From an optimization exercise on the open Yosys and OpenROAD flow, aimed at small area; shortcuts taken in it are not production practice. Where RTL was checked, it was by simulation tests only, not by an equivalence proof against the original. For runs 6 and 7, only the layout was checked, not whether the RTL still works. No run shown here takes its clock network from TritonCTS; it comes from the design's own scripts or RTL. The flow treats the clock pin as an ideal source. Dropping or thinning the clock tree relies on that and would not hold on a real chip. Power and IR drop assume default switching activity.

File: design/flow/design.v
`timescale 1 ns / 1 ps
module fdi_core
(
  input  wire         clk,
  input  wire         aresetn,
  input  wire [15:0]  tx_cfg_i,
  input  wire         dac_locked_i,
  input  wire         dac_valid_i,
  output wire         tx_flag_o,
  output wire         dac_rst_o,
  output wire [13:0]  dac_dat_a_o,
  output wire [13:0]  dac_dat_b_o,
  input  wire [13:0]  adc_dat_a_i,
  input  wire         adc_valid_i,
  output wire         daq_done_o,
  output wire [15:0]  bram_addr_o,
  output wire [15:0]  bram_wrdata_o,
  output wire         bram_we_o
);
  wire       rst   = ~aresetn;
  wire       srst  = tx_cfg_i[15];
  wire       en    = tx_cfg_i[14];
  wire [2:0] ord   = tx_cfg_i[13:11];
  wire [2:0] rep_i = tx_cfg_i[10:8];
  wire [7:0] sel   = tx_cfg_i[7:0];
  reg       en_last;
  reg       pos;
  reg       busy;
  reg       div_clk;
  reg [7:0] cnt;
  reg [2:0] rep_cnt;
  reg [12:0] p;
  wire match = (cnt == sel);
  always @(posedge clk) begin
    if (rst) begin
      cnt     <= 8'd1;
      div_clk <= 1'b0;
    end else begin
      cnt     <= match ? 8'd1 : cnt + 8'd1;
      div_clk <= match;
    end
  end
  reg tap;
  always @* begin
    case (ord)
      3'd0: tap = p[1];
      3'd1: tap = p[1];
      3'd2: tap = p[2] ^ p[3] ^ p[4];
      3'd3: tap = p[4];
      3'd4: tap = p[3];
      3'd5: tap = p[2];
      3'd6: tap = p[6] ^ p[8] ^ p[11];
      default: tap = p[9] ^ p[10] ^ p[12];
    endcase
  end
  wire fb = ~(p[0] ^ tap);
  wire [7:0] ins = 8'd1 << ord;                
  wire [12:0] p_shift = {1'b0, p[12:1]} | ({13{fb}} & {ins, 5'd0});
  wire zero  = (p == 13'd0);                   
  wire shift = pos & div_clk;
  wire last  = (rep_cnt == rep_i);
  wire wrap  = div_clk & busy & zero;          
  wire term  = wrap & last;                    
  always @(posedge clk) begin
    if (rst) begin
      en_last <= 1'b0;
      pos     <= 1'b0;
    end else begin
      en_last <= en;
      if (srst)
        pos <= 1'b0;
      else if (~en_last & en)
        pos <= 1'b1;
      else if (term)
        pos <= 1'b0;
    end
  end
  always @(posedge clk) begin
    if (rst | srst) begin
      busy    <= 1'b0;
      p       <= 13'd0;
      rep_cnt <= 3'd1;
    end else if (shift) begin
      busy <= ~term;
      p    <= p_shift;
      if (wrap)
        rep_cnt <= last ? 3'd1 : rep_cnt + 3'd1;
    end
  end
  assign tx_flag_o = busy;
  wire dac_ok = dac_locked_i & dac_valid_i;
  reg  dac_rst_r, dac_a_hi, busy_d;
  always @(posedge clk) begin
    dac_rst_r <= ~dac_ok;
    dac_a_hi  <= dac_ok & ~(busy & p[1]);
    busy_d    <= busy;
  end
  assign dac_rst_o   = dac_rst_r;
  assign dac_dat_a_o = {dac_a_hi, 1'b0, {12{~dac_rst_r & busy_d}}};
  assign dac_dat_b_o = {~dac_rst_r & ~busy_d, 1'b0, {12{~dac_rst_r}}};
  reg [13:0] adc_r;
  always @(posedge clk)
    adc_r <= adc_dat_a_i;
  reg        ntrig;
  reg        done;
  reg        done_r;
  reg [16:0] r;
  localparam [16:0] R_END = 17'h15402;    
  wire trig = ~ntrig;
  wire idle = ntrig & ~done;
  wire r_end;
  always @(posedge clk) begin
    if (rst) begin
      ntrig  <= 1'b1;
      done   <= 1'b0;
      done_r <= 1'b0;
    end else begin
      done_r <= done;
      if (idle & tx_flag_o)
        ntrig <= 1'b0;
      else if (trig & r_end) begin
        ntrig <= 1'b1;
        done  <= 1'b1;
      end else if (done & ~tx_flag_o)
        done  <= 1'b0;
    end
  end
  always @(posedge clk)
    r <= ntrig ? 17'd0 : {~r[15:0], ~(r[16] ^ r[13])};
  assign r_end = (r == R_END);
  reg [15:0] addr;
  reg [15:0] wdata;
  reg        we;
  always @(posedge clk) begin
    if (rst | idle)
      addr <= 16'd0;
    else if (adc_valid_i)
      addr <= addr + 16'd1;
  end
  always @(posedge clk) begin
    we    <= trig & adc_valid_i;
    wdata <= ~(trig & adc_valid_i) ? 16'd0 :
             tx_flag_o ? {{3{adc_r[13]}}, ~adc_r[12:0]} : 16'h7FFF;
  end
  assign daq_done_o    = done_r;
  assign bram_addr_o   = addr;
  assign bram_wrdata_o = wdata;
  assign bram_we_o     = we;
endmodule
File: design/flow/flow/run.sh
#!/bin/bash
# Layout flow: the standard synthesis, then an area-oriented re-mapping of
# the combinational logic between the unchanged flip-flops (same instances,
# names and cell type; the smallest of a few ABC scripts is kept), then the
# standard ORFS layout with the ports buffered by the smallest buffer and the
# clock tree rebuilt with fewer buffers (flow/clocktree.tcl).
set -euo pipefail
WORK=$(pwd)
PLAT=$FLOW_HOME/platforms/sky130hd
LIB=$PLAT/lib/sky130_fd_sc_hd__tt_025C_1v80.lib
RES=$WORK/orfs/results/sky130hd/fdi_core/base
YOSYS=$(command -v yosys || echo "$FLOW_HOME/../tools/install/yosys/bin/yosys")

KNOBS=(
  BUFFER_PORTS_ARGS="-buffer_cell sky130_fd_sc_hd__buf_1"
  CTS_ARGS="-sink_clustering_enable -repair_clock_nets -dont_use_dummy_load"
  POST_CTS_TCL="$(pwd)/flow/clocktree.tcl"
  CLK_LEAVES=5
  CLK_LEAF_CELL=sky130_fd_sc_hd__clkbuf_8
  CLK_ROOT_CELL=sky130_fd_sc_hd__clkbuf_8
)

# 1. standard synthesis
bash standard.sh "${KNOBS[@]}" synth > make_synth.log 2>&1
cp "$RES/1_2_yosys.v" "$WORK/std_netlist.v"

# 2. re-map the combinational logic for area
DONT_USE=$(sed -n '/DONT_USE_CELLS += /,/^#/p' "$PLAT/config.mk" | grep -oE 'sky130_fd_sc_hd__[a-z0-9_]+' | sed 's/^/-dont_use /' | tr '\n' ' ')
best=""; best_area=""
for s in "$WORK"/flow/area*.abc; do
  n=$(basename "$s" .abc)
  cat > "$WORK/reopt_$n.ys" <<EOS
read_liberty -ignore_miss_func $LIB
blackbox sky130_fd_sc_hd__dfxtp_1
read_verilog $WORK/std_netlist.v
hierarchy -top $FLOW_TOP
flatten
opt -purge
abc -liberty $LIB $DONT_USE -script $s
read_liberty -lib -ignore_redef $LIB
opt_clean -purge
splitnets
opt_clean -purge
hilomap -singleton -hicell sky130_fd_sc_hd__conb_1 HI -locell sky130_fd_sc_hd__conb_1 LO
insbuf -buf sky130_fd_sc_hd__buf_4 A X
tee -o $WORK/reopt_$n.stat stat -liberty $LIB
check -assert -mapped
write_verilog -nohex -nodec $WORK/reopt_$n.v
EOS
  if "$YOSYS" -s "$WORK/reopt_$n.ys" > "yosys_reopt_$n.log" 2>&1; then
    a=$(grep -oE "Chip area for module .*: [0-9.]+" "$WORK/reopt_$n.stat" | grep -oE "[0-9.]+$")
    echo "$n $a" >> reopt_areas.log
    if [[ -z "$best" ]] || awk "BEGIN{exit !($a < $best_area)}"; then best=$n; best_area=$a; fi
  fi
done
echo "chosen $best $best_area" >> reopt_areas.log

# the flip-flops must be exactly those of the standard synthesis
diff <(grep -E '^\s*sky130_fd_sc_hd__df' "$WORK/std_netlist.v" | sort) \
     <(grep -E '^\s*sky130_fd_sc_hd__df' "$WORK/reopt_$best.v" | sort) > ff_diff.log

cp "$WORK/reopt_$best.v" "$RES/1_2_yosys.v"
rm -f "$RES/1_synth.odb"

# 3. layout
bash standard.sh "${KNOBS[@]}" finish > make_finish.log 2>&1
File: design/flow/flow/area1.abc
strash
dc2
strash
&get -n
&deepsyn -T 30
&dch -f
&nf -a
&put
topo
File: design/flow/flow/area2.abc
strash
dc2
strash
&get -n
&deepsyn -T 30
&dch -f
&nf -a -R 1000
&put
topo
File: design/flow/flow/area3.abc
strash
dc2
strash
&get -n
&deepsyn -T 30 -S 7
&dch -f
&nf -a -R 1000
&put
topo
File: design/flow/flow/clocktree.tcl
# Replace the clock tree that CTS built with a smaller one: the clock port
# drives one root buffer (or the leaf buffers directly), which drives
# CLK_LEAVES leaf buffers, each feeding one cluster of flip-flops (k-means on
# the flip-flop locations).
set nleaf [expr {[info exists ::env(CLK_LEAVES)] ? $::env(CLK_LEAVES) : 4}]
set leaf_cell [expr {[info exists ::env(CLK_LEAF_CELL)] ? $::env(CLK_LEAF_CELL) : "sky130_fd_sc_hd__clkbuf_8"}]
set root_cell [expr {[info exists ::env(CLK_ROOT_CELL)] ? $::env(CLK_ROOT_CELL) : ""}]

set db [ord::get_db]

proc pin_of {inst dir} {
  foreach it [$inst getITerms] {
    if {$dir eq "in" && [$it isInputSignal]} { return $it }
    if {$dir eq "out" && [$it isOutputSignal]} { return $it }
  }
  error "no $dir pin on [$inst getName]"
}
set block [ord::get_db_block]
set clk_net [[$block findBTerm clk] getNet]

# flip-flop clock pins
set sinks {}
foreach inst [$block getInsts] {
  if {[string match "sky130_fd_sc_hd__df*" [[$inst getMaster] getName]]} {
    lappend sinks [$inst findITerm CLK]
  }
}

# remove the CTS buffers and their nets
foreach inst [$block getInsts] {
  set m [[$inst getMaster] getName]
  if {[string match "sky130_fd_sc_hd__clkbuf*" $m] && [string match "clkbuf_*" [$inst getName]]} {
    odb::dbInst_destroy $inst
  }
}
foreach net [$block getNets] {
  if {$net ne $clk_net && [$net getSigType] eq "CLOCK" && [llength [$net getITerms]] == 0} {
    odb::dbNet_destroy $net
  }
}
foreach it $sinks { $it disconnect }

# k-means clusters of the flip-flops
set pts {}
foreach it $sinks {
  set b [[$it getInst] getBBox]
  lappend pts [list [expr {([$b xMin] + [$b xMax]) / 2}] [expr {([$b yMin] + [$b yMax]) / 2}]]
}
set n [llength $pts]
set sorted [lsort -integer -index 0 $pts]
set cent {}
for {set k 0} {$k < $nleaf} {incr k} {
  lappend cent [lindex $sorted [expr {int(($k + 0.5) * $n / $nleaf)}]]
}
for {set iter 0} {$iter < 50} {incr iter} {
  set assign {}
  foreach p $pts {
    set best 0; set bd 1e30
    for {set k 0} {$k < $nleaf} {incr k} {
      set c [lindex $cent $k]
      set d [expr {abs([lindex $p 0] - [lindex $c 0]) + abs([lindex $p 1] - [lindex $c 1])}]
      if {$d < $bd} { set bd $d; set best $k }
    }
    lappend assign $best
  }
  set newc {}
  for {set k 0} {$k < $nleaf} {incr k} {
    set sx 0; set sy 0; set cnt 0
    foreach p $pts a $assign {
      if {$a == $k} { set sx [expr {$sx + [lindex $p 0]}]; set sy [expr {$sy + [lindex $p 1]}]; incr cnt }
    }
    if {$cnt > 0} { lappend newc [list [expr {$sx / $cnt}] [expr {$sy / $cnt}]] } else { lappend newc [lindex $cent $k] }
  }
  set cent $newc
}

# balance: assign each flip-flop to the nearest centre with room left, the
# flip-flops with the most to lose first
set cap [expr {($n + $nleaf - 1) / $nleaf}]
set order {}
set i 0
foreach p $pts {
  set ds {}
  foreach c $cent { lappend ds [expr {abs([lindex $p 0] - [lindex $c 0]) + abs([lindex $p 1] - [lindex $c 1])}] }
  set s [lsort -real $ds]
  lappend order [list $i [expr {[lindex $s 1] - [lindex $s 0]}] $ds]
  incr i
}
set room {}
for {set k 0} {$k < $nleaf} {incr k} { lappend room $cap }
set assign [lrepeat $n 0]
foreach o [lsort -real -decreasing -index 1 $order] {
  set ds [lindex $o 2]
  set best -1; set bd 1e30
  for {set k 0} {$k < $nleaf} {incr k} {
    if {[lindex $room $k] > 0 && [lindex $ds $k] < $bd} { set bd [lindex $ds $k]; set best $k }
  }
  lset assign [lindex $o 0] $best
  lset room $best [expr {[lindex $room $best] - 1}]
}
# centre of each balanced cluster
set newc {}
for {set k 0} {$k < $nleaf} {incr k} {
  set sx 0; set sy 0; set cnt 0
  foreach p $pts a $assign {
    if {$a == $k} { set sx [expr {$sx + [lindex $p 0]}]; set sy [expr {$sy + [lindex $p 1]}]; incr cnt }
  }
  lappend newc [list [expr {$sx / $cnt}] [expr {$sy / $cnt}]]
}
set cent $newc

# build the tree
set drv_net $clk_net
if {$root_cell ne ""} {
  set sx 0; set sy 0
  foreach c $cent { set sx [expr {$sx + [lindex $c 0]}]; set sy [expr {$sy + [lindex $c 1]}] }
  set root [odb::dbInst_create $block [$db findMaster $root_cell] clkroot]
  $root setLocation [expr {int($sx / $nleaf)}] [expr {int($sy / $nleaf)}]
  $root setPlacementStatus PLACED
  [pin_of $root in] connect $clk_net
  set drv_net [odb::dbNet_create $block clknet_root]
  $drv_net setSigType CLOCK
  [pin_of $root out] connect $drv_net
}
for {set k 0} {$k < $nleaf} {incr k} {
  set c [lindex $cent $k]
  set buf [odb::dbInst_create $block [$db findMaster $leaf_cell] clkleaf_$k]
  $buf setLocation [lindex $c 0] [lindex $c 1]
  $buf setPlacementStatus PLACED
  [pin_of $buf in] connect $drv_net
  set net [odb::dbNet_create $block clknet_leaf_$k]
  $net setSigType CLOCK
  [pin_of $buf out] connect $net
  set cnt 0
  foreach it $sinks a $assign {
    if {$a == $k} { $it connect $net; incr cnt }
  }
  puts "clock leaf $k: $cnt flip-flops"
}

detailed_placement
check_placement -verbose
estimate_parasitics -placement
report_clock_skew
report_check_types -max_slew -max_capacitance -violators
File: design/flow/standard.sh
#!/bin/bash
# synth_recipe.tcl (not shown) runs the flow's synth.tcl, then flattens the netlist and writes it again
# the make line also repeats each setting of config.mk as NAME=value (left out here)
make -C /OpenROAD-flow-scripts/flow DESIGN_CONFIG=/design/flow/config.mk WORK_HOME=/design/flow/orfs CLKGATE_MAP_FILE= SYNTH_SCRIPT=/design/flow/synth_recipe.tcl "${@:-finish}"
File: design/flow/config.mk
export PLATFORM = sky130hd
export DESIGN_NAME = fdi_core
export DESIGN_NICKNAME = fdi_core
export VERILOG_FILES = /design/flow/design.v
export SDC_FILE = /design/flow/constraint.sdc
export NUM_CORES = 4
export LEC_CHECK = 0
export CAP_MARGIN = 20
export CORE_MARGIN = 2
export CORE_UTILIZATION = 40
export SLEW_MARGIN = 20
File: design/flow/constraint.sdc
create_clock -name core_clock -period 8.0 [get_ports {clk}]
set_input_delay 1.6000 -clock core_clock [delete_from_list [all_inputs] [get_ports {clk}]]
set_output_delay 1.6000 -clock core_clock [all_outputs]
set_load 0.01 [all_outputs]
==> metrics.md, run 1 <==
| Metric | Value |
|---|---|
| Run status | timing/DRC/antenna clean |
| CP Capture Type | flip-flop |
| Max-slew violation count | 0 |
| Core footprint | 8300 um2 |
| Slew headroom | 45.2% |
| First-pass GRT wire length | 10,500 um |
| Clock Latency Late Sink | 0.35 ns |
| Worst EP arrival | 3.86 ns |
| WS Path Type | input port to flip-flop |
| Share of layout cells above drive strength 1 | 1.98% |
| DR DRC count | 0 |
| Area growth from synthesis to layout | 7.07% |
| Max Cap Viol | 0 |
| Drt wl/cell | 12.2 um |
| Starting Density | 41.6% |
| Crit. Startpoint | adc_valid_i |
| Max VDD drop | 0.000122 V |
| RSZ-0062 raised after global routing | no |
| Final Non-Filler Cells | 510 |
| RR Startpoint | addr[0] |
| DR pass1 iterations | 4 |
| Crit Path Max Fanout | 4 |
| Iter 0 DRT Violations | 70 |
| Mapped Avg Cell Area | 9.94 um2 |
| Final wirelength | 6240 um |
| CTS clock-pin slew for the worst setup and hold paths | 0.11 ns |
| Site Rows | 33 |
| Nets | 450 |
| TNS Setup | 0 ns |
| Buffers on Ports | 96 |
| Final hold violation count | 0 |
| Worst hold start | r[9] |
| Fmax | 0.274 GHz |
| Worst Path Required | 8.21 ns |
| P_leak | 0.00139 uW |
| Clock sink count | 97 |
| # IOs | 99 |
| GRT overflow | 0 |
| Inserted Diodes | 0 |
| Vias in the first global route | 2,309 |
| Synth Warn # | 1 |
| Synth Cell Area | 3450 um2 |
| CP startpoint kind | input port |
| Worst Tran Pin Value | 0.820 ns |
| Die Width | 96.9 um |
| Clk_skew | 0.0154 ns |
| Full die area | 9380 um2 |
| Fin Hold WS | 0.394 ns |
| Cell count after synthesis | 347 |
| Setup-failing EPs final | 0 |
| Crit share post-route | 45.7% |
| Post-DP HPWL | 4460 um |
| DR vias | 2,405 |
| Total global-route track usage | 13.0% |
| Antenna Nets Post-Route | 0 |
| Power density cells | 196 nW/um2 |
| HP Class | flip-flop to flip-flop |
| Final GP Congestion | 0.829 |
| DR vias/cell | 4.72 |
| Inst Count DP | 503 |
| Die Height | 96.9 um |
| Initial antenna violation count | 0 |
| Power consumption | 723 uW |
| Pin count of the biggest net entering global routing | 21 |
| Fin crit period | 3.65 ns |
| Utilization after layout | 44.5% |
-- final timing paths --
path / end / slack [ns] / depth (start not counted)
setup / recovery: addr[15] / 4.35 / 11
hold / removal: r[10] / 0.39 / 1
setup reg to reg: addr[15] / 5.38 / 10
hold reg to reg: r[10] / 0.39 / 1
-- layout by cell type, fill, tap and decap left out, types with 2 or more instances in the layout --
| master | count |
|---|---|
| dfxtp_1 | 97 |
| buf_1 | 96 |
| nor2_1 | 38 |
| a21oi_1 | 29 |
| xnor2_1 | 19 |
| nor3_1 | 16 |
| nand2_1 | 15 |
| xor2_1 | 11 |
| and3_1 | 10 |
| clkinv_1 | 9 |
| o21ai_0 | 8 |
| nor4_1 | 7 |
| clkbuf_8 | 6 |
| a22o_1 | 5 |
| and2_0 | 5 |
| nand3_1 | 4 |
| nand2b_1 | 4 |
| nor2b_1 | 4 |
| nand4_1 | 3 |
| nor4b_1 | 2 |
| a211oi_1 | 2 |
| a22oi_1 | 2 |
| conb_1 | 2 |
-- worst max-delay path, cell delays in order --
cell,delay [ns]
buf_1,0.17
and3_1,0.25
and3_1,0.25
and3_1,0.22
and3_1,0.24
and3_1,0.21
and2_0,0.25
and3_1,0.23
and2_0,0.23
and3_1,0.18
nor3_1,0.04
-- flip-flops by register name (all words and copies together), names as in the netlist, 3 cells and up --
signal / cells
wdata: 15
r: 17
rep_cnt: 3
cnt: 8
p: 13
adc_r: 14
addr: 16
-- per-layer routing --
| layer | vias to the layer above | global-route usage, % | routed length [um] |
|---|---|---|---|
| li1 | 1240 | - | - |
| met1 | 1082 | 16.7 | 2960 |
| met2 | 74 | 22.3 | 2840 |
| met3 | 9 | 3.11 | 359 |
| met4 | 0 | 2.49 | 87 |
| met5 | - | 0 | 0 |
-- where the power goes --
part	switching, uW	internal (uW)	total, uW	leakage (uW)
logic	15.5	11.5	27.0	0.000563
clock network	134	68.8	202	0.0000431
registers	3.83	489	493	0.000788
-- per-stage QoR --
stage | instance area [um2] | setup slack [ns]
floorplan | 3450 | 4.37
global placement | 3600 | 4.08
detailed placement | 3600 | 3.97
global route | 3690 | 4.13
finish | 3690 | 4.35
-- final cells by class --
type                    instances  area [um2]
multi-input cells             196        1140
repair buffers                 97         368
flip-flops and latches         97        1940
well taps                     105         131
inverters                       9        33.8
fillers                       835        4610
plain buffers                   6        82.6
==> run 2, diff against run 1 <==
--- a/design/flow/flow/run.sh
+++ b/design/flow/flow/run.sh
@@ -15,9 +15,9 @@
   BUFFER_PORTS_ARGS="-buffer_cell sky130_fd_sc_hd__buf_1"
   CTS_ARGS="-sink_clustering_enable -repair_clock_nets -dont_use_dummy_load"
   POST_CTS_TCL="$(pwd)/flow/clocktree.tcl"
-  CLK_LEAVES=5
-  CLK_LEAF_CELL=sky130_fd_sc_hd__clkbuf_8
-  CLK_ROOT_CELL=sky130_fd_sc_hd__clkbuf_8
+  CLK_LEAVES=6
+  CLK_LEAF_CELL=sky130_fd_sc_hd__inv_6
+  CLK_ROOT_CELL=sky130_fd_sc_hd__inv_4
 )
 
 # 1. standard synthesis
==> run 2 against run 1 <==
Effect of this change:
- still clean on timing, DRC and antenna
- clock power down 11%
- sequential power about the same
- cell area fell by 0.64%
- flip-flop and latch count did not move
- clock skew down 0.0066 ns
- synthesized cell count unchanged
==> metrics.md, run 2 <==
| Metric | Value |
|---|---|
| Commonest non-fill, non-tap cell in the layout | dfxtp_1 |
| Final GP Congestion | 0.829 |
| P_leak | 0.00138 uW |
| Final Non-Filler Cells | 511 |
| Synth Cell Area | 3450 um2 |
| Die Width | 96.9 um |
| DR vias/cell | 4.76 |
| Nets | 451 |
| Area growth from synthesis to layout | 6.38% |
| Utilization after layout | 44.2% |
| Post-DP HPWL | 4460 um |
| Sw Share | 25.4% |
| Largest register by flop count | r |
| Power density cells | 191 nW/um2 |
| RSZ-0062 raised after global routing | no |
| Worst Path Required | 8.10 ns |
| Synth Warn # | 1 |
| First-pass GRT wire length | 10,500 um |
| Antenna Nets Post-Route | 0 |
| Final hold violation count | 0 |
| Largest register FFs | 17 |
| Int Pwr | 522 uW |
| Initial antenna violation count | 0 |
| Crit share post-route | 47.1% |
| Clock network power share | 25.7% |
| Iter 0 DRT Violations | 90 |
| Max-slew violation count | 0 |
| Total global-route track usage | 13.0% |
| Die Height | 96.9 um |
| CTS clock-pin slew for the worst setup and hold paths | 0.11 ns |
| Switching power | 178 uW |
| Final Instance Area | 3670 um2 |
| CP Capture Type | flip-flop |
| Fmax | 0.266 GHz |
| Site Rows | 33 |
| Setup-failing EPs final | 0 |
| Worst Tran Pin Value | 0.828 ns |
| DR DRC count | 0 |
| Fin crit period | 3.77 ns |
| Buffers on Ports | 96 |
| Max VDD drop | 0.0000763 V |
| Inserted Diodes | 0 |
| Clock Latency Late Sink | 0.23 ns |
| Commonest cells after routing, fill and taps aside | dfxtp_1 (97), buf_1 (96), nor2_1 (38) |
| Crit Path Max Fanout | 4 |
| Vias in the first global route | 2,346 |
| GRT overflow | 0 |
| HP Class | flip-flop to flip-flop |
| Core footprint | 8300 um2 |
| Regs by FF count | r: 17 flops, addr: 16 flops, wdata: 15 flops |
| CP startpoint kind | input port |
| DR pass1 iterations | 5 |
| Inst Count DP | 503 |
| Drt wl/cell | 12.2 um |
| Slew headroom | 44.6% |
| Reg power frac | 70.5% |
| Mapped Avg Cell Area | 9.94 um2 |
| Final wirelength | 6230 um |
| Comb pwr share | 3.9% |
| DR vias | 2,434 |
| Full die area | 9380 um2 |
| Max Cap Viol | 0 |
| # IOs | 99 |
| Starting Density | 41.6% |
| Clk_skew | 0.00882 ns |
| Placed instance area | 3600 um2 |
| Worst EP arrival | 3.86 ns |
| Fin Hold WS | 0.401 ns |
| TNS Setup | 0 ns |
| Share of layout cells above drive strength 1 | 2.22% |
| Pin count of the biggest net entering global routing | 21 |
| WS Path Type | input port to flip-flop |
| Run status | timing/DRC/antenna clean |
| Cell count after synthesis | 347 |
| Clock sink count | 97 |
## run 2: changes by cell type in the layout (fill, tap and decap cells not counted)
cell,before,now
clkbuf_8,6,0
inv_6,0,6
inv_4,0,1
## run 2: routing by layer
metal  up-vias  GRT usage [%]  share of wire, %
li1       1245              -                 -
met4         0           3.25               1.6
met5         -              0                 0
met3         8           2.89               5.5
met2        81           22.7                47
met1      1100           16.4                46
## run 2: power groups by stage
stage          combinational, uW  sequential, uW  clock [uW]
3_5_place_dp                26.8             504           0
6_report                    27.0             493         180
5_1_grt                     30.4             495         210
2_1_floorplan               19.6             504           0
3_3_place_gp                26.2             504           0
## run 2: layout make-up
class	count	area, um2
fillers	839	4630
inverters	16	92.6
multi-input cells	196	1140
flip-flops and latches	97	1940
well taps	105	131
repair buffers	97	368
## run 2: final timing paths
path	slack, ns	endpoint	start	depth (start not counted)
min	0.40	r[10]	r[9]	1
min reg2reg	0.40	r[10]	r[9]	1
max	4.23	addr[15]	adc_valid_i	11
max reg2reg	5.37	addr[15]	addr[0]	10
## run 2: worst max-delay path: stages
cell and delay [ns]:
buf_1 0.17, and3_1 0.25, and3_1 0.25, and3_1 0.22, and3_1 0.24, and3_1 0.21
and2_0 0.25, and3_1 0.23, and2_0 0.23, and3_1 0.18, nor3_1 0.04
## run 2: stage by stage
stage	total power, uW	setup WS, ns
floorplan	523	4.37
global placement	530	4.08
detailed placement	531	3.97
global route	735	4.02
finish	700	4.23
==> run 3, diff against run 2 <==
--- a/design/flow/flow/run.sh
+++ b/design/flow/flow/run.sh
@@ -15,8 +15,8 @@
   BUFFER_PORTS_ARGS="-buffer_cell sky130_fd_sc_hd__buf_1"
   CTS_ARGS="-sink_clustering_enable -repair_clock_nets -dont_use_dummy_load"
   POST_CTS_TCL="$(pwd)/flow/clocktree.tcl"
-  CLK_LEAVES=6
-  CLK_LEAF_CELL=sky130_fd_sc_hd__inv_6
+  CLK_LEAVES=5
+  CLK_LEAF_CELL=sky130_fd_sc_hd__inv_8
   CLK_ROOT_CELL=sky130_fd_sc_hd__inv_4
 )
 
--- a/design/flow/config.mk
+++ b/design/flow/config.mk
@@ -5,7 +5,7 @@
 export SDC_FILE = /design/flow/constraint.sdc
 export NUM_CORES = 4
 export LEC_CHECK = 0
-export CAP_MARGIN = 20
+export CAP_MARGIN = 0
 export CORE_MARGIN = 2
 export CORE_UTILIZATION = 40
-export SLEW_MARGIN = 20
+export SLEW_MARGIN = 0
==> run 3 against run 2 <==
Effect of this change:
- still clean
- via count hardly changed
- setup slack worse by 0.017 ns
- synthesized cell count stayed put
- total power is 0.94% higher
- global-route usage is 0.061 points lower
- critical path depth stayed put
- worst hold slack worse by 0.011 ns
- clock skew is 0.0024 ns higher
- combinational power is 2% lower
- flip-flop and latch count stayed put
- synthesized area stayed put
- clock power is 4% higher
- critical path type unchanged
- critical endpoint unchanged
- largest power group unchanged
- highest routed layer unchanged
==> metrics.md, run 3 <==
| Metric | Value |
|---|---|
| Vias in the first global route | 2,330 |
| Worst EP arrival | 3.86 ns |
| P_leak | 0.00138 uW |
| DR DRC count | 0 |
| DR vias | 2,433 |
| Max VDD drop | 0.000116 V |
| Crit Path Max Fanout | 4 |
| Max Cap Viol | 0 |
| # IOs | 99 |
| Commonest non-fill, non-tap cell in the layout | dfxtp_1 |
| Mapped Avg Cell Area | 9.94 um2 |
| Placed instance area | 3600 um2 |
| Buffers on Ports | 96 |
| Nets | 449 |
| Drt wl/cell | 12.2 um |
| CP startpoint kind | input port |
| Synth Cell Area | 3450 um2 |
| Final wirelength | 6210 um |
| Die Height | 96.9 um |
| Clock Latency Late Sink | 0.24 ns |
| DR vias/cell | 4.78 |
| Antenna Nets Post-Route | 0 |
| CP Capture Type | flip-flop |
| Largest register FFs | 17 |
| HP Class | flip-flop to flip-flop |
| Starting Density | 41.6% |
| CP dominant cell by count | and3_1 |
| Run status | timing/DRC/antenna clean |
| Regs by FF count | r: 17 flops, addr: 16 flops, wdata: 15 flops |
| Crit share post-route | 47.3% |
| Commonest cells after routing, fill and taps aside | dfxtp_1 (97), buf_1 (96), nor2_1 (38) |
| Fmax | 0.264 GHz |
| Worst Path Required | 8.08 ns |
| Filler cells | 836 |
| CTS clock-pin slew for the worst setup and hold paths | 0.10 ns |
| Max-slew violation count | 0 |
| Site Rows | 33 |
| Setup-failing EPs final | 0 |
| Power density cells | 193 nW/um2 |
| TNS Setup | 0 ns |
| Area of the multi-input gates | 1130 um2 |
| Total global-route track usage | 13.0% |
| Slowest CP cell | and3_1 |
| Final GP Congestion | 0.829 |
| Pin count of the biggest net entering global routing | 21 |
| Share of layout cells above drive strength 1 | 1.49% |
| Largest register by flop count | r |
| Synth Warn # | 1 |
| First-pass GRT wire length | 10,500 um |
| Final Instance Area | 3660 um2 |
| Area growth from synthesis to layout | 6.17% |
| Core footprint | 8300 um2 |
| Fin crit period | 3.78 ns |
| DR pass1 iterations | 4 |
| Clk_skew | 0.0112 ns |
| Die Width | 96.9 um |
| Inserted Diodes | 0 |
| WS Path Type | input port to flip-flop |
| Worst path cell trace | buf_1 -> and3_1 -> and3_1 -> and3_1 -> and3_1 -> and3_1 -> and2_0 -> and3_1 -> and2_0 -> and3_1 -> nor3_1 |
| Slew headroom | 25.5% |
| Initial antenna violation count | 0 |
| Cell count after synthesis | 347 |
| Final hold violation count | 0 |
| GRT overflow | 0 |
| Full die area | 9380 um2 |
| Power consumption | 707 uW |
| Largest stage delay, worst path | 0.25 ns |
| RSZ-0062 raised after global routing | no |
| Iter 0 DRT Violations | 76 |
| Worst Tran Pin Value | 1.11 ns |
| Clock sink count | 97 |
| Post-DP HPWL | 4460 um |
| Register area | 1940 um2 |
## run 3: power by group
part,switching [uW],leakage [uW],internal [uW]
Combinational,15.3,0.000558,11.2
Sequential,3.81,0.000788,490
Clock,163,0.0000347,23.9
Total,182,0.00138,525
## run 3: worst max-delay path: cells and delay by family
kind / cells / cell delay [ns]
simple gates: 10 / 2.10
buf+inv: 1 / 0.17
## run 3: final timing paths
check | endpoint | slack, ns | cells after the start | start
worst min register to register | r[10] | 0.39 | 1 | r[9]
worst max register to register | addr[15] | 5.36 | 10 | addr[0]
worst max-delay path | addr[15] | 4.22 | 11 | adc_valid_i
worst min-delay path | r[10] | 0.39 | 1 | r[9]
## run 3: metal layers
| layer | GRT usage, % | vias to the layer above | wire length [um] |
|---|---|---|---|
| met5 | 0 | - | 0 |
| li1 | - | 1243 | - |
| met1 | 16.8 | 1096 | 2920 |
| met3 | 3.03 | 6 | 417 |
| met2 | 22.3 | 88 | 2790 |
| met4 | 2.49 | 0 | 78 |
## run 3: cell type report
cell class / count / area share (%)
multi-input cells: 196 / 30.9
inverters: 15 / 2.63
repair buffers: 96 / 9.84
flip-flops and latches: 97 / 53.0
well taps: 105 / 3.59
## run 3: metrics by stage
| step | util (%) | instances | setup slack, ns | hold WS [ns] |
|---|---|---|---|---|
| floorplan | - | 348 | 4.37 | 0.371 |
| global placement | 43.4 | 503 | 4.08 | 0.383 |
| detailed placement | 43.4 | 503 | 3.97 | 0.381 |
| global route | 44.1 | 509 | 3.99 | 0.424 |
| finish | 44.1 | 509 | 4.22 | 0.391 |
==> run 4, diff against run 3 <==
--- a/design/flow/flow/run.sh
+++ b/design/flow/flow/run.sh
@@ -3,7 +3,8 @@
 # the combinational logic between the unchanged flip-flops (same instances,
 # names and cell type; the smallest of a few ABC scripts is kept), then the
 # standard ORFS layout with the ports buffered by the smallest buffer and the
-# clock tree rebuilt with fewer buffers (flow/clocktree.tcl).
+# clock tree rebuilt after CTS as two levels of inverters, a root inverter
+# driving one inverter per cluster of flip-flops (flow/clocktree.tcl).
 set -euo pipefail
 WORK=$(pwd)
 PLAT=$FLOW_HOME/platforms/sky130hd
@@ -15,9 +16,9 @@
   BUFFER_PORTS_ARGS="-buffer_cell sky130_fd_sc_hd__buf_1"
   CTS_ARGS="-sink_clustering_enable -repair_clock_nets -dont_use_dummy_load"
   POST_CTS_TCL="$(pwd)/flow/clocktree.tcl"
-  CLK_LEAVES=5
+  CLK_LEAVES=6
   CLK_LEAF_CELL=sky130_fd_sc_hd__inv_8
-  CLK_ROOT_CELL=sky130_fd_sc_hd__inv_4
+  CLK_ROOT_CELL=sky130_fd_sc_hd__inv_6
 )
 
 # 1. standard synthesis
--- a/design/flow/flow/clocktree.tcl
+++ b/design/flow/flow/clocktree.tcl
@@ -1,7 +1,8 @@
 # Replace the clock tree that CTS built with a smaller one: the clock port
-# drives one root buffer (or the leaf buffers directly), which drives
-# CLK_LEAVES leaf buffers, each feeding one cluster of flip-flops (k-means on
-# the flip-flop locations).
+# drives one root cell (CLK_ROOT_CELL; none if empty), which drives
+# CLK_LEAVES leaf cells (CLK_LEAF_CELL), each feeding one cluster of
+# flip-flops (k-means on the flip-flop locations, balanced in size). With
+# inverters for both root and leaves the flip-flops see the clock's polarity.
 set nleaf [expr {[info exists ::env(CLK_LEAVES)] ? $::env(CLK_LEAVES) : 4}]
 set leaf_cell [expr {[info exists ::env(CLK_LEAF_CELL)] ? $::env(CLK_LEAF_CELL) : "sky130_fd_sc_hd__clkbuf_8"}]
 set root_cell [expr {[info exists ::env(CLK_ROOT_CELL)] ? $::env(CLK_ROOT_CELL) : ""}]
--- a/design/flow/config.mk
+++ b/design/flow/config.mk
@@ -5,7 +5,7 @@
 export SDC_FILE = /design/flow/constraint.sdc
 export NUM_CORES = 4
 export LEC_CHECK = 0
-export CAP_MARGIN = 0
+export CAP_MARGIN = 20
 export CORE_MARGIN = 2
 export CORE_UTILIZATION = 40
-export SLEW_MARGIN = 0
+export SLEW_MARGIN = 20
==> run 4 against run 3 <==
Effect of this change:
- via count barely moved
- die area did not move
- register-to-register slack improved by 0.02 ns
- cell area rose by 0.68%
- synthesized cell count did not move
- flip-flop and latch count did not move
- setup slack got worse by 0.023 ns
- clock skew fell by 0.0035 ns
- routed wire length rose by 0.19%
==> metrics.md, run 4 <==
| Metric | Value |
|---|---|
| Run status | timing/DRC/antenna clean |
| Share of layout cells above drive strength 1 | 2.22% |
| Clk_skew | 0.00777 ns |
| Fin crit period | 3.81 ns |
| Max-slew violation count | 0 |
| Max VDD drop | 0.0000914 V |
| Initial antenna violation count | 0 |
| Nets | 451 |
| Commonest non-fill, non-tap cell in the layout | dfxtp_1 |
| Starting Density | 41.6% |
| TNS Setup | 0 ns |
| Iter 0 DRT Violations | 89 |
| Final hold violation count | 0 |
| Clock network power share | 27.7% |
| Setup-failing EPs final | 0 |
| Regs by FF count | r: 17 flops, addr: 16 flops, wdata: 15 flops |
| Area growth from synthesis to layout | 6.89% |
| Clock sink count | 97 |
| Power consumption | 719 uW |
| Antenna Nets Post-Route | 0 |
| P_leak | 0.00139 uW |
| Buffers on Ports | 96 |
| HP Class | flip-flop to flip-flop |
| Drt wl/cell | 12.2 um |
| Mapped Avg Cell Area | 9.94 um2 |
| Die Width | 96.9 um |
| Inserted Diodes | 0 |
| Synth Cell Area | 3450 um2 |
| Switching power | 189 uW |
| CP startpoint kind | input port |
| CTS clock-pin slew for the worst setup and hold paths | 0.08 ns |
| Slew headroom | 44.7% |
| Largest register FFs | 17 |
| Synth Warn # | 1 |
| Final wirelength | 6220 um |
| Full die area | 9380 um2 |
| Clock Latency Late Sink | 0.20 ns |
| Fmax | 0.263 GHz |
| Comb pwr share | 3.8% |
| Filler cells | 840 |
| Site Rows | 33 |
| RSZ-0062 raised after global routing | no |
| # IOs | 99 |
| Power density cells | 195 nW/um2 |
| DR DRC count | 0 |
| Reg power frac | 68.5% |
| Int Pwr | 530 uW |
| Reg2Reg Depth | 10 |
| Largest register by flop count | r |
| Cell count after synthesis | 347 |
| Worst hold start | r[9] |
| CP Capture Type | flip-flop |
| DR vias/cell | 4.76 |
| Commonest cells after routing, fill and taps aside | dfxtp_1 (97), buf_1 (96), nor2_1 (38) |
| Flop2flop setup slack | 5.38 ns |
| Worst EP arrival | 3.86 ns |
| Worst Hold Depth | 1 |
| Die Height | 96.9 um |
| R2r endpoint | addr[15] |
| WS Path Type | input port to flip-flop |
| Crit Path Max Fanout | 4 |
| Vias in the first global route | 2,346 |
| First-pass GRT wire length | 10,500 um |
| Worst Path Required | 8.06 ns |
| Worst Tran Pin Value | 0.826 ns |
| Total global-route track usage | 13.0% |
| Max Cap Viol | 0 |
| Post-DP HPWL | 4460 um |
| Worst hold endpoint | r[10] |
| Crit share post-route | 47.6% |
| RR Startpoint | addr[0] |
| Sw Share | 26.3% |
| Final GP Congestion | 0.829 |
| Pin count of the biggest net entering global routing | 21 |
| DR vias | 2,431 |
| GRT overflow | 0 |
| Core footprint | 8300 um2 |
| DR pass1 iterations | 4 |
-- run 4: worst max path at each step --
stage / endpoint / slack [ns] / cells past startpoint / start
after global routing: addr[15] / 3.97 / 11 / adc_valid_i
final: addr[15] / 4.19 / 11 / adc_valid_i
after floorplan: addr[15] / 4.37 / 10 / adc_valid_i
after global placement: addr[15] / 4.08 / 11 / adc_valid_i
after detailed placement: addr[15] / 3.97 / 11 / adc_valid_i
-- run 4: power groups by stage --
stage / sequential (uW) / clock, uW / combinational [uW]
6_report: 493 / 199 / 27.0
3_3_place_gp: 504 / 0 / 26.2
2_1_floorplan: 504 / 0 / 19.6
5_1_grt: 494 / 230 / 30.4
3_5_place_dp: 504 / 0 / 26.8
-- run 4: through the flow --
stage	area [um2]	setup slack, ns	utilization (%)	hold WS, ns	instances
final	3690	4.19	44.4	0.397	511
after global routing	3690	3.97	44.4	0.421	511
after detailed placement	3600	3.97	43.4	0.381	503
after global placement	3600	4.08	43.4	0.383	503
after floorplan	3450	4.37	-	0.371	348
-- run 4: cell type report --
| type | instances | area (um2) | area share [%] |
|---|---|---|---|
| Multi-Input combinational cell | 196 | 1140 | 30.8 |
| Inverter | 16 | 110 | 2.99 |
| Timing Repair Buffer | 97 | 368 | 9.98 |
| Tap cell | 105 | 131 | 3.56 |
| Sequential cell | 97 | 1940 | 52.7 |
-- run 4: layer usage --
metal | GRT usage [%] | vias to the layer above | part of all wire (%)
li1 | - | 1247 | -
met1 | 16.4 | 1098 | 47
met2 | 22.7 | 78 | 47
met3 | 2.89 | 8 | 5.2
met4 | 3.25 | 0 | 1.6
met5 | 0 | - | 0
-- run 4: critical path: stages --
cell	delay (ns)
buf_1	0.17
and3_1	0.25
and3_1	0.25
and3_1	0.22
and3_1	0.24
and3_1	0.21
and2_0	0.25
and3_1	0.23
and2_0	0.23
and3_1	0.18
nor3_1	0.04
==> run 5, diff against run 4 <==
--- a/design/flow/flow/run.sh
+++ b/design/flow/flow/run.sh
@@ -17,8 +17,8 @@
   CTS_ARGS="-sink_clustering_enable -repair_clock_nets -dont_use_dummy_load"
   POST_CTS_TCL="$(pwd)/flow/clocktree.tcl"
   CLK_LEAVES=6
-  CLK_LEAF_CELL=sky130_fd_sc_hd__inv_8
-  CLK_ROOT_CELL=sky130_fd_sc_hd__inv_6
+  CLK_LEAF_CELL=sky130_fd_sc_hd__inv_6
+  CLK_ROOT_CELL=sky130_fd_sc_hd__inv_4
 )
 
 # 1. standard synthesis
--- a/design/flow/config.mk
+++ b/design/flow/config.mk
@@ -5,7 +5,7 @@
 export SDC_FILE = /design/flow/constraint.sdc
 export NUM_CORES = 4
 export LEC_CHECK = 0
-export CAP_MARGIN = 20
+export CAP_MARGIN = 0
 export CORE_MARGIN = 2
 export CORE_UTILIZATION = 40
-export SLEW_MARGIN = 20
+export SLEW_MARGIN = 0
==> run 5 against run 4 <==
Effect of this change:
- still clean
- utilization shrank 0.35 points
- synthesized area is the same
- critical path depth is the same
- cell area shrank 0.78%
- highest routed layer unchanged
==> metrics.md, run 5 <==
| Metric | Value |
|---|---|
| Run status | timing/DRC/antenna clean |
| Full die area | 9380 um2 |
| Area growth from synthesis to layout | 6.06% |
| Cell count after synthesis | 347 |
| Critical path buffers and inverters | 1 |
| Final GP Congestion | 0.829 |
| Worst Path Required | 8.08 ns |
| # IOs | 99 |
| Power density cells | 192 nW/um2 |
| First-pass GRT wire length | 10,500 um |
| TNS Setup | 0 ns |
| Crit share post-route | 47.3% |
| Worst Tran Pin Value | 1.09 ns |
| Iter 0 DRT Violations | 92 |
| Commonest cells after routing, fill and taps aside | dfxtp_1 (97), buf_1 (96), nor2_1 (38) |
| Worst path cell trace | buf_1 -> and3_1 -> and3_1 -> and3_1 -> and3_1 -> and3_1 -> and2_0 -> and3_1 -> and2_0 -> and3_1 -> nor3_1 |
| GR peak layer | met2 |
| Reg2Reg Depth | 10 |
| Flop2flop setup slack | 5.35 ns |
| Inserted Diodes | 0 |
| Clock Latency Late Sink | 0.23 ns |
| Largest stage delay, worst path | 0.25 ns |
| Share of layout cells above drive strength 1 | 1.73% |
| Crit Path Max Fanout | 4 |
| Fin crit period | 3.79 ns |
| RR Startpoint | addr[0] |
| Fmax | 0.264 GHz |
| Final hold violation count | 0 |
| CTS clock-pin slew for the worst setup and hold paths | 0.11 ns |
| DR DRC count | 0 |
| RSZ-0062 raised after global routing | no |
| Regs by FF count | r: 17 flops, addr: 16 flops, wdata: 15 flops |
| Vias in the first global route | 2,346 |
| Drt wl/cell | 12.2 um |
| Die Height | 96.9 um |
| Setup-failing EPs final | 0 |
| R2r endpoint | addr[15] |
| Worst hold start | r[9] |
| DR vias/cell | 4.77 |
| Worst Hold Depth | 1 |
| WS Path Type | input port to flip-flop |
| Largest register by flop count | r |
| Max-slew violation count | 0 |
| GRT overflow | 0 |
| Antenna Nets Post-Route | 0 |
| Slew headroom | 26.6% |
| Max Cap Viol | 0 |
| Met1 Usage GRT | 16.4% |
| Starting Density | 41.6% |
| Synth Cell Area | 3450 um2 |
| Max VDD drop | 0.0000764 V |
| Buffers on Ports | 96 |
| DR pass1 iterations | 4 |
| Clock sink count | 97 |
| Core footprint | 8300 um2 |
| Pin count of the biggest net entering global routing | 21 |
| Met3 GRT Util | 2.89% |
| Routing usage on met2 | 22.7% |
| DR vias | 2,435 |
| Largest register FFs | 17 |
| CP top delay family | simple AND/OR/NAND/NOR gates |
| P_leak | 0.00138 uW |
| CP startpoint kind | input port |
| Total global-route track usage | 13.0% |
| Nets | 450 |
| Initial antenna violation count | 0 |
| Final wirelength | 6210 um |
| Power consumption | 701 uW |
| CP dominant cell by count | and3_1 |
| CP Capture Type | flip-flop |
| Post-DP HPWL | 4460 um |
| Site Rows | 33 |
| Clk_skew | 0.00940 ns |
| HP Class | flip-flop to flip-flop |
| Worst hold endpoint | r[10] |
| Slowest CP cell | and3_1 |
| Die Width | 96.9 um |
| Commonest non-fill, non-tap cell in the layout | dfxtp_1 |
| Synth Warn # | 1 |
| Worst EP arrival | 3.86 ns |
| Mapped Avg Cell Area | 9.94 um2 |
run 5: how the worst max path moves through the flow:
stage	from	end	slack (ns)	depth (start not counted)
global placement	adc_valid_i	addr[15]	4.08	11
floorplan	adc_valid_i	addr[15]	4.37	10
detailed placement	adc_valid_i	addr[15]	3.97	11
finish	adc_valid_i	addr[15]	4.21	11
global route	adc_valid_i	addr[15]	4.00	11
run 5: area by class of cell:
class / count / area (um2)
fillers: 837 / 4640
flip-flops and latches: 97 / 1940
multi-input cells: 196 / 1130
repair buffers: 96 / 360
well taps: 105 / 131
inverters: 16 / 92.6
run 5: routing by layer:
metal | part of all wire, % | routed length (um)
met5 | 0 | 0
met2 | 46 | 2870
met3 | 5.8 | 359
met4 | 1.6 | 99
met1 | 46 | 2880
run 5: worst reg2reg max path: cells and delay by family (launching register included):
family | cells | cell delay (ns)
DFF | 1 | 0.40
and+or+nand+nor | 10 | 2.09
run 5: per-stage QoR:
stage          worst slack [ns]  area, um2  hold WS [ns]  instances  utilization [%]
3_3_place_gp               4.08       3600         0.383        503             43.4
5_1_grt                    4.00       3660         0.419        510             44.1
3_5_place_dp               3.97       3600         0.381        503             43.4
2_1_floorplan              4.37       3450         0.371        348                -
6_report                   4.21       3660         0.400        510             44.1
run 5: where the power goes:
group	switching (uW)	internal (uW)	leakage (uW)
clock	160	21.1	0.0000316
combinational	15.3	11.2	0.000558
sequential	3.82	490	0.000788
==> run 6, diff against run 5 <==
--- a/design/flow/design.v
+++ b/design/flow/design.v
@@ -102,31 +102,32 @@
   always @(posedge clk)
     adc_r <= adc_dat_a_i;
   reg        ntrig;
-  reg        done;
-  reg        done_r;
   reg [16:0] r;
   localparam [16:0] R_END = 17'h15402;    
-  wire trig = ~ntrig;
-  wire idle = ntrig & ~done;
+  wire trig   = ~ntrig;
+  wire done   = ntrig & r[0];
+  wire done_r = ntrig & r[1];
+  wire idle   = ntrig & ~r[0];
   wire r_end;
   always @(posedge clk) begin
-    if (rst) begin
-      ntrig  <= 1'b1;
-      done   <= 1'b0;
-      done_r <= 1'b0;
-    end else begin
-      done_r <= done;
-      if (idle & tx_flag_o)
-        ntrig <= 1'b0;
-      else if (trig & r_end) begin
-        ntrig <= 1'b1;
-        done  <= 1'b1;
-      end else if (done & ~tx_flag_o)
-        done  <= 1'b0;
-    end
+    if (rst)
+      ntrig <= 1'b1;
+    else if (idle & tx_flag_o)
+      ntrig <= 1'b0;
+    else if (trig & r_end)
+      ntrig <= 1'b1;
   end
-  always @(posedge clk)
-    r <= ntrig ? 17'd0 : {~r[15:0], ~(r[16] ^ r[13])};
+  always @(posedge clk) begin
+    if (rst)
+      r[1:0] <= 2'd0;
+    else if (ntrig)
+      r[1:0] <= {r[0], r[0] & tx_flag_o};       
+    else if (r_end)
+      r[1:0] <= 2'b01;                           
+    else
+      r[1:0] <= {~r[0], ~(r[16] ^ r[13])};
+    r[16:2] <= ntrig ? 15'd0 : ~r[15:1];
+  end
   assign r_end = (r == R_END);
   reg [15:0] addr;
   reg [15:0] wdata;
==> run 6 against run 5 <==
Effect of this change:
- synthesized cell count grew 1.4%
- die area shrank 0.63%
- largest cell class unchanged
- register-to-register slack lost 0.21 ns
- cell area shrank 0.62%
==> metrics.md, run 6 <==
| Metric | Value |
|---|---|
| Run status | timing/DRC/antenna clean |
| Worst setup margin | 4.03 ns |
| Synth Cell Area | 3430 um2 |
| Largest register by flop count | r |
| GRT overflow | 0 |
| Full die area | 9320 um2 |
| Initial antenna violation count | 0 |
| Die Width | 96.6 um |
| Slew headroom | 23.7% |
| Clock Latency Late Sink | 0.24 ns |
| Worst path cell trace | buf_1 -> and3_1 -> and3_1 -> and2_0 -> and3_1 -> and2_0 -> and3_1 -> and2_0 -> and3_1 -> and2_0 -> nand2_1 -> xor2_1 -> nor2_1 |
| Crit share post-route | 49.6% |
| Die Height | 96.6 um |
| Area growth from synthesis to layout | 6.10% |
| Clock sink count | 95 |
| Nets | 455 |
| TNS Setup | 0 ns |
| Inserted Diodes | 0 |
| CTS clock-pin slew for the worst setup and hold paths | 0.12 ns |
| DR vias/cell | 4.83 |
| # IOs | 99 |
| Pin count of the biggest net entering global routing | 23 |
| Core footprint | 8260 um2 |
| Post-DP HPWL | 4540 um |
| RSZ-0062 raised after global routing | no |
| Worst Hold Depth | 1 |
| Slowest CP cell | and2_0 |
| WS Path Type | input port to flip-flop |
| Utilization after layout | 44.0% |
| Critical path buffers and inverters | 1 |
| Power consumption | 696 uW |
| CP dominant cell by count | and3_1 |
| Final GP Congestion | 0.842 |
| Mapped Avg Cell Area | 9.74 um2 |
| Share of layout cells above drive strength 1 | 1.71% |
| Buffers on Ports | 96 |
| Worst Tran Pin Value | 1.14 ns |
| Power density cells | 191 nW/um2 |
| Reg2Reg Depth | 12 |
| Final wirelength | 6330 um |
| Worst path depth | 13 |
| Final hold violation count | 0 |
| Antenna Nets Post-Route | 0 |
| Commonest non-fill, non-tap cell in the layout | buf_1 |
| Max VDD drop | 0.0000877 V |
| Vias in the first global route | 2,194 |
| P_leak | 0.00134 uW |
| Site Rows | 33 |
| CP startpoint kind | input port |
| Drt wl/cell | 12.3 um |
| Starting Density | 41.5% |
| CP Capture Type | flip-flop |
| Fin Hold WS | 0.396 ns |
| Crit. Startpoint | adc_valid_i |
| Max Cap Viol | 0 |
| Cell count after synthesis | 352 |
| Area of the multi-input gates | 1150 um2 |
| HP Class | flip-flop to flip-flop |
| Filler cells | 857 |
| Commonest cells after routing, fill and taps aside | buf_1 (96), dfxtp_1 (95), nor2_1 (38) |
| Largest stage delay, worst path | 0.25 ns |
| DR vias | 2,486 |
| Synth Warn # | 1 |
| Crit Path Max Fanout | 5 |
| Setup-failing EPs final | 0 |
| RR Startpoint | addr[0] |
| Regs by FF count | r: 17 flops, addr: 16 flops, wdata: 15 flops |
| Clk_skew | 0.0210 ns |
| Worst Path Required | 8.08 ns |
| Fin crit period | 3.97 ns |
| Largest register FFs | 17 |
| DR DRC count | 0 |
| Max-slew violation count | 0 |
| Iter 0 DRT Violations | 79 |
| CP top delay family | simple AND/OR/NAND/NOR gates |
| Total global-route track usage | 13.8% |
| Worst EP arrival | 4.05 ns |
| Fmax | 0.252 GHz |
| Pre-CTS WS | 3.79 ns |
| Worst hold start | r[7] |
| DR pass1 iterations | 4 |
| Register area | 1900 um2 |
| First-pass GRT wire length | 10,300 um |
run 6: layer usage:
layer  routed length (um)  GRT usage, %  up-vias
met5                    0             0        -
met4                   91          2.58        0
met3                  388          2.87        9
met2                 2790          22.4       73
met1                 3060          19.1     1138
li1                     -             -     1266
run 6: area by class of cell:
type,count,share of cell area (%)
Timing Repair Buffer,96,9.91
Multi-Input combinational cell,203,31.6
Inverter,16,2.55
Sequential cell,95,52.3
Tap cell,105,3.61
run 6: metrics by stage:
step,cells,cell area (um2)
after global routing,515,3640
after floorplan,353,3430
after global placement,508,3580
final,515,3640
after detailed placement,508,3580
run 6: final timing paths:
kind | end | slack (ns)
worst max register to register | addr[15] | 5.14
worst min register to register | r[8] | 0.40
worst min-delay path | r[8] | 0.40
worst max-delay path | addr[15] | 4.03
run 6: power breakdown:
part           switching [uW]  total [uW]  internal [uW]
combinational            16.2        27.5           11.2
clock                     164         185           21.2
sequential               3.78         483            480
total                     184         696            512
==> run 7, diff against run 6 <==
--- a/design/flow/design.v
+++ b/design/flow/design.v
@@ -102,33 +102,38 @@
   always @(posedge clk)
     adc_r <= adc_dat_a_i;
   reg        ntrig;
-  reg [16:0] r;
+  reg        done;
+  reg [15:0] r;
   localparam [16:0] R_END = 17'h15402;    
   wire trig   = ~ntrig;
-  wire done   = ntrig & r[0];
+  wire idle   = ntrig & ~done;
   wire done_r = ntrig & r[1];
-  wire idle   = ntrig & ~r[0];
   wire r_end;
   always @(posedge clk) begin
-    if (rst)
+    if (rst) begin
       ntrig <= 1'b1;
-    else if (idle & tx_flag_o)
-      ntrig <= 1'b0;
-    else if (trig & r_end)
-      ntrig <= 1'b1;
+      done  <= 1'b0;
+    end else if (ntrig) begin
+      if (~done & tx_flag_o)
+        ntrig <= 1'b0;                           
+      done <= done & tx_flag_o;                  
+    end else if (r_end) begin
+      ntrig <= 1'b1;                             
+      done  <= 1'b1;
+    end else
+      done  <= ~r[15];                           
   end
   always @(posedge clk) begin
     if (rst)
-      r[1:0] <= 2'd0;
+      r[1] <= 1'b0;
     else if (ntrig)
-      r[1:0] <= {r[0], r[0] & tx_flag_o};       
-    else if (r_end)
-      r[1:0] <= 2'b01;                           
+      r[1] <= done;                              
     else
-      r[1:0] <= {~r[0], ~(r[16] ^ r[13])};
-    r[16:2] <= ntrig ? 15'd0 : ~r[15:1];
+      r[1] <= ~r[0] & ~r_end;
+    r[0]    <= ~ntrig & ~(done ^ r[13]);
+    r[15:2] <= ntrig ? 14'd0 : ~r[14:1];
   end
-  assign r_end = (r == R_END);
+  assign r_end = ({done, r} == R_END);
   reg [15:0] addr;
   reg [15:0] wdata;
   reg        we;
==> run 7 against run 6 <==
Effect of this change:
- flip-flop and latch count is the same
- utilization shrank 0.21 points
- routed wire length shrank 2.6%
- largest cell class unchanged
- die area shrank 0.49%
- highest routed layer unchanged
- cell area shrank 0.48%
- final cell count shrank 0.97%
- synthesized cell count shrank 1.4%
- total power shrank 0.52%
==> metrics.md, run 7 <==
| Metric | Value |
|---|---|
| Pre-CTS WS | 3.75 ns |
| Nets | 450 |
| # IOs | 99 |
| Int Pwr | 512 uW |
| Clk_skew | 0.0130 ns |
| WS Path Type | input port to flip-flop |
| DR pass1 iterations | 4 |
| Cell count after synthesis | 347 |
| Crit share post-route | 49.8% |
| Clock network power share | 26.4% |
| Antenna Nets Post-Route | 0 |
| Post-DP HPWL | 4300 um |
| Max VDD drop | 0.0000805 V |
| Worst setup margin | 4.02 ns |
| Area growth from synthesis to layout | 6.13% |
| Drt wl/cell | 12.1 um |
| Site Rows | 33 |
| Utilization after layout | 43.8% |
| Filler cells | 835 |
| Power density cells | 191 nW/um2 |
| CP startpoint kind | input port |
| Synth Cell Area | 3410 um2 |
| CP Capture Type | flip-flop |
| Clock sink count | 95 |
| DR DRC count | 0 |
| Reg power frac | 69.8% |
| Slowest CP cell | and2_0 |
| DR vias/cell | 4.79 |
| Inserted Diodes | 0 |
| Buffers on Ports | 96 |
| P_leak | 0.00135 uW |
| Total global-route track usage | 13.8% |
| CP dominant cell by count | and3_1 |
| GRT overflow | 0 |
| Starting Density | 41.3% |
| Initial antenna violation count | 0 |
| DR vias | 2,444 |
| Worst Tran Pin Value | 1.18 ns |
| Max-slew violation count | 0 |
| Crit Path Max Fanout | 5 |
| Sw Share | 26.1% |
| Share of layout cells above drive strength 1 | 1.73% |
| Worst path cell trace | buf_1 -> and3_1 -> and3_1 -> and2_0 -> and3_1 -> and2_0 -> and3_1 -> and2_0 -> and3_1 -> and2_0 -> and3_1 -> nor3_1 |
| Inst Count DP | 503 |
| Worst EP arrival | 4.08 ns |
| Power consumption | 693 uW |
| Largest stage delay, worst path | 0.25 ns |
| Fin crit period | 3.98 ns |
| Switching power | 181 uW |
| Slew headroom | 20.9% |
| Commonest non-fill, non-tap cell in the layout | buf_1 |
| Worst Path Required | 8.09 ns |
| Clock Latency Late Sink | 0.24 ns |
| Final GP Congestion | 0.778 |
| Run status | timing/DRC/antenna clean |
| Comb pwr share | 3.8% |
| RSZ-0062 raised after global routing | no |
| Final hold violation count | 0 |
| Full die area | 9280 um2 |
| Iter 0 DRT Violations | 47 |
| Regs by FF count | addr: 16 flops, r: 16 flops, wdata: 15 flops |
| Max Cap Viol | 0 |
| Mapped Avg Cell Area | 9.83 um2 |
| Fmax | 0.251 GHz |
| Pin count of the biggest net entering global routing | 20 |
| Final wirelength | 6170 um |
| Die Width | 96.3 um |
| Vias in the first global route | 2,225 |
| Register area | 1900 um2 |
| CTS clock-pin slew for the worst setup and hold paths | 0.11 ns |
| Setup-failing EPs final | 0 |
| Synth Warn # | 1 |
| TNS Setup | 0 ns |
| Final Non-Filler Cells | 510 |
| Commonest cells after routing, fill and taps aside | buf_1 (96), dfxtp_1 (95), nor2_1 (36) |
| HP Class | flip-flop to flip-flop |
| Die Height | 96.3 um |
| Core footprint | 8260 um2 |
| First-pass GRT wire length | 10,400 um |
| Area of the multi-input gates | 1120 um2 |
## run 7: path summary, 6_finish.rpt
check | cells after the start | from | to | slack (ns)
worst min-delay path | 1 | r[14] | r[15] | 0.40
worst min register to register | 1 | r[14] | r[15] | 0.40
worst max register to register | 11 | addr[0] | addr[15] | 5.13
worst max-delay path | 12 | adc_valid_i | addr[15] | 4.02
## run 7: area by class of cell
| class | count | share of cell area [%] |
|---|---|---|
| sequential | 95 | 52.6 |
| multi-input combinational | 194 | 30.9 |
| timing repair buffer | 96 | 9.96 |
| tap | 105 | 3.63 |
| inverter | 20 | 2.97 |
## run 7: stage by stage
step | area, um2 | hold WS [ns]
final | 3620 | 0.404
after global routing | 3620 | 0.418
after detailed placement | 3560 | 0.390
after global placement | 3560 | 0.384
after floorplan | 3410 | 0.378
## run 7: critical path, delay by kind of cell
family                 cells  cell delay, ns
and+or+nand+nor           11            2.33
buffers and inverters      1            0.15
## run 7: layer usage
metal	track usage (%)	share of wire, %	vias up	wire, um
met5	0	0	-	0
met4	3.52	2.0	0	126
met2	23.2	45	78	2800
li1	-	-	1260	-
met1	18.1	46	1097	2850
met3	2.74	6.4	9	395
## run 7: power groups by stage
stage,combinational (uW),sequential (uW),clock [uW]
6_report,26.3,483,183
5_1_grt,30.9,485,211
3_5_place_dp,26.3,494,0
3_3_place_gp,26.3,494,0
2_1_floorplan,19.4,493,0

-- re-timing with driven ports --
Ports are ideal in the flow. The routed layouts listed here were re-timed in OpenROAD.
Step 1 sets driving cells, clkbuf_16 on the clock port and buf_2 on the other inputs (assumed; they add their load-dependent delay and slew).
Step 2 adds t to the input delays and takes it off the output delays; t is the mean of the earliest and latest rising clock arrival at the registers after step 1. Input paths then give back, and output paths get back, about the clock's delay inside the block.
Slacks: ideal ports / drivers / drivers and shift; pairs: ideal ports / drivers.
| run | t, ns | setup slack, ns | worst setup path at the end |
|---|---|---|---|
| run 1 | 0.372 | 4.347 / 4.356 / 3.984 | input to register |
| run 2 | 0.263 | 4.234 / 4.249 / 3.986 | input to register |
| run 3 | 0.272 | 4.218 / 4.233 / 3.961 | input to register |
| run 4 | 0.235 | 4.194 / 4.216 / 3.980 | input to register |
| run 5 | 0.264 | 4.214 / 4.229 / 3.965 | input to register |
| run 6 | 0.268 | 4.029 / 4.040 / 3.772 | input to register |
| run 7 | 0.273 | 4.018 / 4.031 / 3.758 | input to register |
After both steps setup and hold are still met in every run listed. The setup slack of run 1, which loses most, moves by +0.009 ns with the drivers and by -0.363 ns with both steps.
